From an optimization exercise on the open Yosys and OpenROAD flow, aimed at small area and a short achievable clock period; shortcuts taken in it are not production practice. Only simulation tests tie the RTL to the original design; equivalence was not proved. Power and IR drop assume default switching activity.

==> flow/design.v <==
module  SingleCycleProcessor(DBtheRegVal, PC, DBtheReg, Instr, clk, reset);
	output  [31:0]  DBtheRegVal;
	output  [31:0]  PC;
	input   [3:0]   DBtheReg;
	input   [31:0]  Instr;
	input           clk, reset;
	wire            PCSrc, MemtoReg, MemWrite, ALUSrc, RegWrite;
	wire    [1:0]   ImmSrc, RegSrc;
	wire    [2:0]   ALUControl;
	wire    [31:0]  PCPrime, PCPlus4, PCPlus8, Result, ReadData,
                  ALUResult, SrcA, SrcB, RD2, WriteData, ExtImm;
	wire    [3:0]   RA1, RA2, ALUFlags;
	reg     [31:0]  PC;
	controlunit     u1(PCSrc, MemtoReg, MemWrite, ALUControl, ALUSrc, ImmSrc, RegWrite, RegSrc, Instr, ALUFlags, clk);
	regfile         u3(SrcA, RD2, RA1, RA2, Instr[15:12], Result, PCPlus8, RegWrite, clk, reset, DBtheRegVal, DBtheReg);
	extend          u4(ExtImm, Instr[23:0], ImmSrc);
	alu             u5(ALUResult, ALUFlags, ALUControl, SrcA, SrcB);
	dmem            u6(ReadData, ALUResult, WriteData, MemWrite, clk);
	always @(posedge clk, posedge reset) begin
		if(reset)
			PC <= 0;
		else
			PC <= PCPrime;
	end
	assign  PCPrime = PCSrc ? Result : PCPlus4;
	assign  PCPlus4 = PC + 4'h4;
	assign  PCPlus8 = PCPlus4 + 4'h4;
	assign  Result  = MemtoReg ? ReadData : ALUResult;
	assign  RA1     = RegSrc[0] ? 4'd15 : Instr[19:16];
	assign  RA2     = RegSrc[1] ? Instr[15:12] : Instr[3:0];
	assign  SrcB    = ALUSrc ? ExtImm : RD2;
	assign  WriteData = RD2;
endmodule
module controlunit(PCSrc, MemtoReg, MemWrite, ALUControl, ALUSrc, ImmSrc, RegWrite, RegSrc,
                   Instr, ALUFlags, clk);
	output          PCSrc, MemtoReg, MemWrite, ALUSrc, RegWrite;
	output [1:0]    ImmSrc, RegSrc;
	output [2:0]    ALUControl;
	input  [31:0]   Instr;
	input  [3:0]    ALUFlags;
	input           clk;
	reg             N,Z,C,V;
	reg             CondEx;
	reg    [1:0]    FlagW;
	reg    [2:0]    ALUControl;
	reg             NoWrite;
	wire   [3:0]    Cond, Rd;
	wire   [1:0]    Op;
	wire   [5:0]    Funct;
	wire            S;
	wire            Branch, MemW, RegW, ALUOp;
	wire            PCS;
	assign  Cond  = Instr[31:28];
	assign  Op    = Instr[27:26];
	assign  Funct = Instr[25:20];
	assign  Rd    = Instr[15:12];
	assign  S     = Instr[20];
	assign  Branch   = (Op == 2'b10);
	assign  MemtoReg = (Op == 2'b01) && (Funct[0]);
	assign  MemW     = (Op == 2'b01) && (!Funct[0]);
	assign  ALUSrc   = !((Op == 2'b00) && (!Funct[5]));
	assign  ImmSrc   = Op;
	assign  RegW     = (Op == 2'b00) || ((Op == 2'b01) && Funct[0]);
	assign  RegSrc[1]= (Op == 2'b01) && (!Funct[0]);
	assign  RegSrc[0]= (Op == 2'b10);
	assign  ALUOp    = (Op == 2'b00);
	assign  PCS = ((Rd==4'd15) && RegW) || Branch;
	always @(ALUOp,Funct,S) begin
		case(ALUOp)
			1'b0:   {ALUControl, FlagW, NoWrite} = 5'b000_00_0;
			1'b1:   case({Funct[4:1], S})
						5'b0100_0:  {ALUControl, FlagW, NoWrite} = 6'b000_00_0;   
						5'b0100_1:  {ALUControl, FlagW, NoWrite} = 6'b000_11_0;   
						5'b0010_0:  {ALUControl, FlagW, NoWrite} = 6'b001_00_0;   
						5'b0010_1:  {ALUControl, FlagW, NoWrite} = 6'b001_11_0;   
						5'b0000_0:  {ALUControl, FlagW, NoWrite} = 6'b010_00_0;   
						5'b0000_1:  {ALUControl, FlagW, NoWrite} = 6'b010_10_0;   
						5'b1100_0:  {ALUControl, FlagW, NoWrite} = 6'b011_00_0;   
						5'b1100_1:  {ALUControl, FlagW, NoWrite} = 6'b011_10_0;   
						5'b1010_1:  {ALUControl, FlagW, NoWrite} = 6'b001_11_1;   
						5'b0001_0:  {ALUControl, FlagW, NoWrite} = 6'b100_11_0;   
						5'b0001_1:  {ALUControl, FlagW, NoWrite} = 6'b100_11_0;   
						default:    {ALUControl, FlagW, NoWrite} = 6'b00_00_0;  
					endcase
			default: {ALUControl, FlagW, NoWrite} = 6'b00_00_0;
		endcase
	end
	always @(posedge clk) begin
		N <= (FlagW[1] && CondEx) ? ALUFlags[3] : N;
		Z <= (FlagW[1] && CondEx) ? ALUFlags[2] : Z;
		C <= (FlagW[0] && CondEx) ? ALUFlags[1] : C;
		V <= (FlagW[0] && CondEx) ? ALUFlags[0] : V;
    end
	always @(Cond, N, Z, C, V) begin
		case(Cond)
			4'b0000:    CondEx = Z;                      
			4'b0001:    CondEx = !Z;                     
			4'b0010:    CondEx = C;                      
			4'b0011:    CondEx = !C;                     
			4'b0100:    CondEx = N;                      
			4'b0101:    CondEx = !N;                     
			4'b0110:    CondEx = V;                      
			4'b0111:    CondEx = !V;                     
			4'b1000:    CondEx = (!Z) && C;              
			4'b1001:    CondEx = Z || (!C);              
			4'b1010:    CondEx = !(N ^ V);               
			4'b1011:    CondEx = N ^ V;                  
			4'b1100:    CondEx = (!Z) && (!(N ^ V));     
			4'b1101:    CondEx = Z || (N ^ V);           
			4'b1110:    CondEx = 1;                      
			default:    CondEx = 1;
		endcase
	end
	assign  PCSrc = PCS && CondEx;
	assign  RegWrite = RegW && CondEx && (!NoWrite);
	assign  MemWrite = MemW && CondEx;
endmodule
module regfile(RD1, RD2, A1, A2, A3, WD3, R15, WE3, clk, reset, DBtheRegVal, DBtheReg);
	output  [31:0]  RD1, RD2;
	input   [3:0]   A1, A2, A3;
	input   [31:0]  WD3, R15;
	input           WE3, clk, reset;
	output  [31:0]  DBtheRegVal;
	input   [3:0]   DBtheReg;
	reg     [31:0]  rf[14:0];
	always @(posedge clk, posedge reset) begin
		if(reset) begin
			rf[0] <= 32'b0; 
			rf[1] <= 32'b0;
			rf[2] <= 32'b0;
			rf[3] <= 32'b0;
			rf[4] <= 32'b0;
			rf[5] <= 32'b0;
			rf[6] <= 32'b0;
			rf[7] <= 32'b0;
			rf[8] <= 32'b0;
			rf[9] <= 32'b0;
			rf[10] <= 32'b0;
			rf[11] <= 32'b0;
			rf[12] <= 32'b0;
			rf[13] <= 32'b0;
			rf[14] <= 32'b0;
		end
		else if(WE3)
			rf[A3] <= WD3;
		else begin
			rf[0] <= rf[0];
			rf[1] <= rf[1];
			rf[2] <= rf[2];
			rf[3] <= rf[3];
			rf[4] <= rf[4];
			rf[5] <= rf[5];
			rf[6] <= rf[6];
			rf[7] <= rf[7];
			rf[8] <= rf[8];
			rf[9] <= rf[9];
			rf[10] <= rf[10];
			rf[11] <= rf[11];
			rf[12] <= rf[12];
			rf[13] <= rf[13];
			rf[14] <= rf[14];
		end
	end
	assign  RD1 = (A1 == 4'd15) ? R15 : rf[A1];
	assign  RD2 = (A2 == 4'd15) ? R15 : rf[A2];
	assign  DBtheRegVal = (DBtheReg == 4'd15) ? R15 : rf[DBtheReg];
endmodule
module  extend(ExtImm, theData, ImmSrc);
	output  [31:0]  ExtImm;
	input   [23:0]  theData;
	input   [1:0]   ImmSrc;
	reg     [31:0]  ExtImm;
	always  @(theData, ImmSrc) begin
		case(ImmSrc)
			2'b00:  ExtImm = {24'b0, theData[7:0]};                      
			2'b01:  ExtImm = {20'b0, theData[11:0]};                     
			2'b10:  ExtImm = { {6{theData[23]}}, theData[23:0], 2'b00};  
			default:  ExtImm = 32'b0;
		endcase
	end
endmodule
module alu(ALUResult, ALUFlags, ALUControl, SrcA, SrcB);
	output  [31:0]  ALUResult;
	output  [3:0]   ALUFlags;
	input   [2:0]   ALUControl;
	input   [31:0]  SrcA, SrcB;
	reg     [31:0]  ALUResult;
	reg             N,Z,C,V;
	always @(ALUControl,SrcA,SrcB) begin
		case(ALUControl)
			3'b000: begin   {C, ALUResult} = SrcA + SrcB;      
							Z = (ALUResult == 32'b0);
							N = ALUResult[31];
							V = SrcA[31] && SrcB[31] && (!ALUResult[31]) 
								|| (!SrcA[31]) && (!SrcB[31]) && ALUResult[31];
					end
			3'b001: begin   {C, ALUResult} = SrcA + (-SrcB);   
							C = !C;
							Z = (ALUResult == 32'b0);
							N = ALUResult[31];
							V = SrcA[31] && (!SrcB[31]) && (!ALUResult[31])
								|| (!SrcA[31]) && (SrcB[31]) && ALUResult[31];
					end
			3'b010: begin  ALUResult = SrcA & SrcB;           
							Z = (ALUResult == 32'b0);
							N = ALUResult[31];
							V = 0;     
							C = 0;     
					end
			3'b011: begin   ALUResult = SrcA | SrcB;           
							Z = (ALUResult == 32'b0);
							N = ALUResult[31];
							V = 0;     
							C = 0;     
					end
			3'b100: begin   ALUResult = SrcA ^ SrcB;           
							Z = (ALUResult == 32'b0);
							N = ALUResult[31];
							V = 0;     
							C = 0;     
					end
			default:begin ALUResult = 32'b0;
						  {N, Z, C, V} = 4'b0100; 
					end
		endcase
	end
	assign ALUFlags = {N,Z,C,V};
endmodule
module dmem(RD, A, WD, WE, clk);
	output  [31:0]  RD;
	input   [31:0]  A, WD;
	input           WE, clk;
	reg     [31:0]  RD;
	reg     [31:0]  dMem [7:0];
	always @(posedge clk) begin
		if(WE)
			dMem[A[4:2]] <= WD;
	end
	always @(A, dMem[A[4:2]]) begin
		RD = dMem[A[4:2]];
	end
endmodule
==> flow/run.sh <==
#!/bin/bash
# synth_recipe.tcl (not shown) runs the flow's synth.tcl, then flattens the netlist and writes it again
# the make line also repeats each setting of config.mk as NAME=value (left out here)
make -C /OpenROAD-flow-scripts/flow DESIGN_CONFIG=/design/flow/config.mk WORK_HOME=/design/flow/orfs CLKGATE_MAP_FILE= SYNTH_SCRIPT=/design/flow/synth_recipe.tcl finish
==> flow/config.mk <==
export PLATFORM = sky130hd
export DESIGN_NAME = SingleCycleProcessor
export DESIGN_NICKNAME = SingleCycleProcessor
export VERILOG_FILES = /design/flow/design.v
export SDC_FILE = /design/flow/constraint.sdc
export NUM_CORES = 4
export LEC_CHECK = 0
export CAP_MARGIN = 20
export CORE_MARGIN = 2
export CORE_UTILIZATION = 30
export SLEW_MARGIN = 20
==> flow/constraint.sdc <==
create_clock -name core_clock -period 10.0 [get_ports {clk}]
set_input_delay 2.0000 -clock core_clock [delete_from_list [all_inputs] [get_ports {clk}]]
set_output_delay 2.0000 -clock core_clock [all_outputs]
set_load 0.01 [all_outputs]
==> notes.md <==
[stage by stage]
stage / instance area, um^2 / setup WS [ns] / hold WS, ns / utilization / TNS [ns]
finish: 54900 / 0.121 / 0.569 / 0.355 / 0
global route: 54800 / 0.0229 / 0.587 / 0.355 / 0
CTS: 54800 / 0.261 / 0.566 / 0.355 / 0
detailed placement: 51800 / -0.458 / 0.552 / 0.336 / -0.708
global placement: 51800 / -0.606 / 0.546 / 0.335 / -0.606
floorplan: 46700 / 0.279 / 0.489 / - / 0
[critical path: cells and delay by family]
family / cells / cell delay [ns]
fa+ha+maj: 1 / 0.35
simple gates: 10 / 2.63
compound gates: 7 / 3.29
mux: 1 / 0.49
buf+inv: 6 / 1.64
[timing repair]
action                     4_1_cts  5_1_grt
setup endpoints to repair        0        1
resized for setup                0        2
setup buffers                    0        0
hold buffers                     0        0
[power groups by stage]
stage / combinational (uW) / sequential [uW] / clock [uW]
after floorplan: 3510 / 4800 / 0
after global placement: 5800 / 5350 / 0
after detailed placement: 5840 / 5320 / 0
after CTS: 5870 / 5280 / 3440
after global routing: 6360 / 5410 / 3560
final: 6060 / 5380 / 3410
[cell usage after synthesis (9+ instances only)]
library cell  instances  area (um^2)
a21o_1               37          278
dfrtp_1             512        12800
mux2i_1             139         1390
edfxtp_1            260         7810
or3_1                20          125
o221ai_1             11         96.3
nand4_1             103          644
nor3b_1               9         67.6
a211oi_1             24          180
a22oi_1             454         3410
o21a_1               38          285
and4_1               13          114
and3_1               39          244
or2_2                10         62.6
buf_2                21          105
mux4_2                9          203
and2_1               10         62.6
o21ai_1               9         45.0
nor3_1               84          420
a31oi_1              34          213
nand2b_1             36          225
a21oi_1             214         1070
o22ai_1              74          463
a22o_1               54          473
nand2_1             273         1020
a222oi_1             92          921
nor2_1              241          905
ha_1                104         1300
xnor2_1              67          587
o21bai_1             10         75.1
nand3_1             162          811
o21ai_0             176          881
clkbuf_1            314         1180
nor4_1               36          225
a221oi_1             58          508
o211ai_1             16          120
o31ai_1              16          120
inv_1                88          330
xor2_1               30          263
nor2b_1              21          131
mux2_2              437         4920
buf_1                25         93.8
[state kept, by name, indices dropped and copies added (netlist names)]
signal and flops:
u1.C 1, u6.dMem 256, u1.N 1, PC 32, u3.rf 480, u1.Z 1, u1.V 1
[per-layer routing]
layer | share of wire | vias up | track usage
met5 | 0.0011 | - | 0.00484
met4 | 0.068 | 24 | 0.162
met3 | 0.13 | 1028 | 0.100
met2 | 0.41 | 3670 | 0.417
met1 | 0.39 | 21900 | 0.376
li1 | - | 17800 | -
[area by class of cell]
class	instances	area [um^2]	share of cell area
Multi-Input combinational cell	3300	24700	0.451
Clock buffer	109	2330	0.0424
Antenna cell	5	12.5	0.000228
Clock inverter	49	684	0.0125
Tap cell	2044	2560	0.0466
Sequential cell	772	20600	0.376
Inverter	90	342	0.00623
Timing Repair Buffer	384	3570	0.0650
[path summary, 6_finish.rpt]
kind                                end  slack (ns)
hold / removal             u3.rf[3][31]        0.57
hold reg to reg            u3.rf[3][31]        0.57
setup reg to reg                   u1.Z        1.56
setup / recovery                   u1.Z        0.12
max in group asynchronous  u3.rf[10][9]        6.39
min in group asynchronous  u3.rf[11][5]        1.72
[cells by family (layout without fill, tap and decap cells)]
| kind of cell | count (synthesis) | in the layout |
|---|---|---|
| buffers and inverters | 465 | 632 |
| adder cells (fa/ha/maj) | 106 | 106 |
| flip-flops | 772 | 772 |
| AO/OA/AOI/OAI | 1413 | 1413 |
| XOR/XNOR | 97 | 97 |
| other | 0 | 5 |
| multiplexers | 586 | 586 |
| AND/OR/NAND/NOR | 1098 | 1098 |
==> out/metrics.cfg <==
[timing]
max_freq_mhz = 101
finalHoldViolCount = 0
setup_viol = 0
max_slew_margin = 0.180
drv_slew = 0
rsz0062_at_grt = false
finalCriticalPeriod_ns = 9.88
fin_crit_sh = 0.988
skew_ns = 0.0675
worst_pin_slew_ns = 1.23

[power]
internal_power_uw = 8340
pwr-share-seq = 0.362
p_sw_uw = 6520
swShare = 0.439
ir_drop_uv = 161
leakagePower_uw = 0.0214
pwr-share-comb = 0.408
pwr-share-clk = 0.230
p_per_area_nw_per_um2 = 271
finalPower_uw = 14900

[worst_hold_path]
hold_path.startpoint = u3.rf[3][31]
hp-class = reg -> reg
hold_path_depth = 1

[floorplanning]
rows = 144
io_pins = 102
die_area_um2 = 159000
start_util = 0.302
core-area_um2 = 154000
die_x_um = 399
die_y_um = 399

[global_route]
grt-ovfl-total = 0
grt_pass1_vias = 42500
grt_usage = 0.290
grt_pass1_wl_mm = 330
grt_max_degree = 149
antenna_found_initial = 16

[drt]
via_per_inst = 6.59
drt_iter0_drc = 8803
drc = 0
ant_nets = 0
routedWlPerCell_um = 35.0
routed_wirelength_mm = 236
drtPass1Iterations = 11
via_count = 44500

[critical_path]
critPathLaunch = Instr[26]
worstSetupEndpointType = register
critical-path-max-stage-delay_ns = 0.80
crit_type = in -> reg
startpoint_type = primary input
cp_common_cell = buf_4
crit_fanout = 20
r2r_cells = 23
worstPathRequired_ns = 10.59
reg2reg_from = PC[2]
critPathSlowestCell = a2111oi_1
crit_arrival_ns = 10.47

[logic_synthesis]
synthSimpleGateAreaFrac = 0.116
synth_nets = 4681
synth_cell_types = 93
ys_seq_area_frac = 0.442
yosys_warnings = 7
synthXorXnorAreaFrac = 0.0182
synth_top_family_by_area = compound AO/OA/AOI/OAI gates
postSynthCellCount = 4537
synthesis.area_um2 = 46700
synth-compound-area-share = 0.216
synth.area.mux_share = 0.140
synthAdderAreaFrac = 0.0287
synthArstFlopShare = 0.663
ys.flop_type = dfrtp_1
ys_ff_latch = 772
synth.avg_cell_area_um2 = 10.3
synth_edf_count = 260

[finish]
layout_common_cells = 512 x dfrtp_1, 454 x a22oi_1, 437 x mux2_2
fin_cells = 6753
layout_commonest_cell = dfrtp_1
n_fill_cell = 15300
drive_gt1_frac = 0.209
area_delta_synth_final_pct = 17.5
nNetsFinal = 4776

[cts]
clk_path_buf_depth = 3
cts_tree = yes
cts_made_buffers = 84
cts.htree.levels = 3
cts_sinks = 772
clk_pin_slew_worst_paths_ns = 0.07
clock_latency_ns = 0.74
clock-root-buffer = clkbuf_16

[placed_design]
port_buffers = 101
dp_hpwl_mm = 159
gp_congestion = 1.03
post-place-cells = 6590

[outcome]
outcome = complete, no violations

[flow_run]
maxCapViolations = 0

-- what the ideal ports hide --
No port has a modelled driver above. Below, the same layout with a new extraction and two added sets of constraints.
Step 1 sets driving cells, clkbuf_16 on the clock port and buf_2 on the other inputs (assumed; they add their load-dependent delay and slew).
Step 2 moves the port delays by t, midway between the first and last clock arrival at a register: inputs arrive t later, outputs are due t later. That takes back most of the time a late clock gives input paths.
Three values: ideal, step 1, step 2; two values: the first two.
t (ns): 0.794
setup slack, ns: 0.121 / 0.178 / -0.616
worst setup path at the end: input to register
latest minus earliest clock arrival (ns): 0.067 / 0.068
Met with ideal ports but missed after step 2: setup timing in this run. For this run, drivers alone change the setup slack by +0.057 ns; drivers and shift together by -0.737 ns.
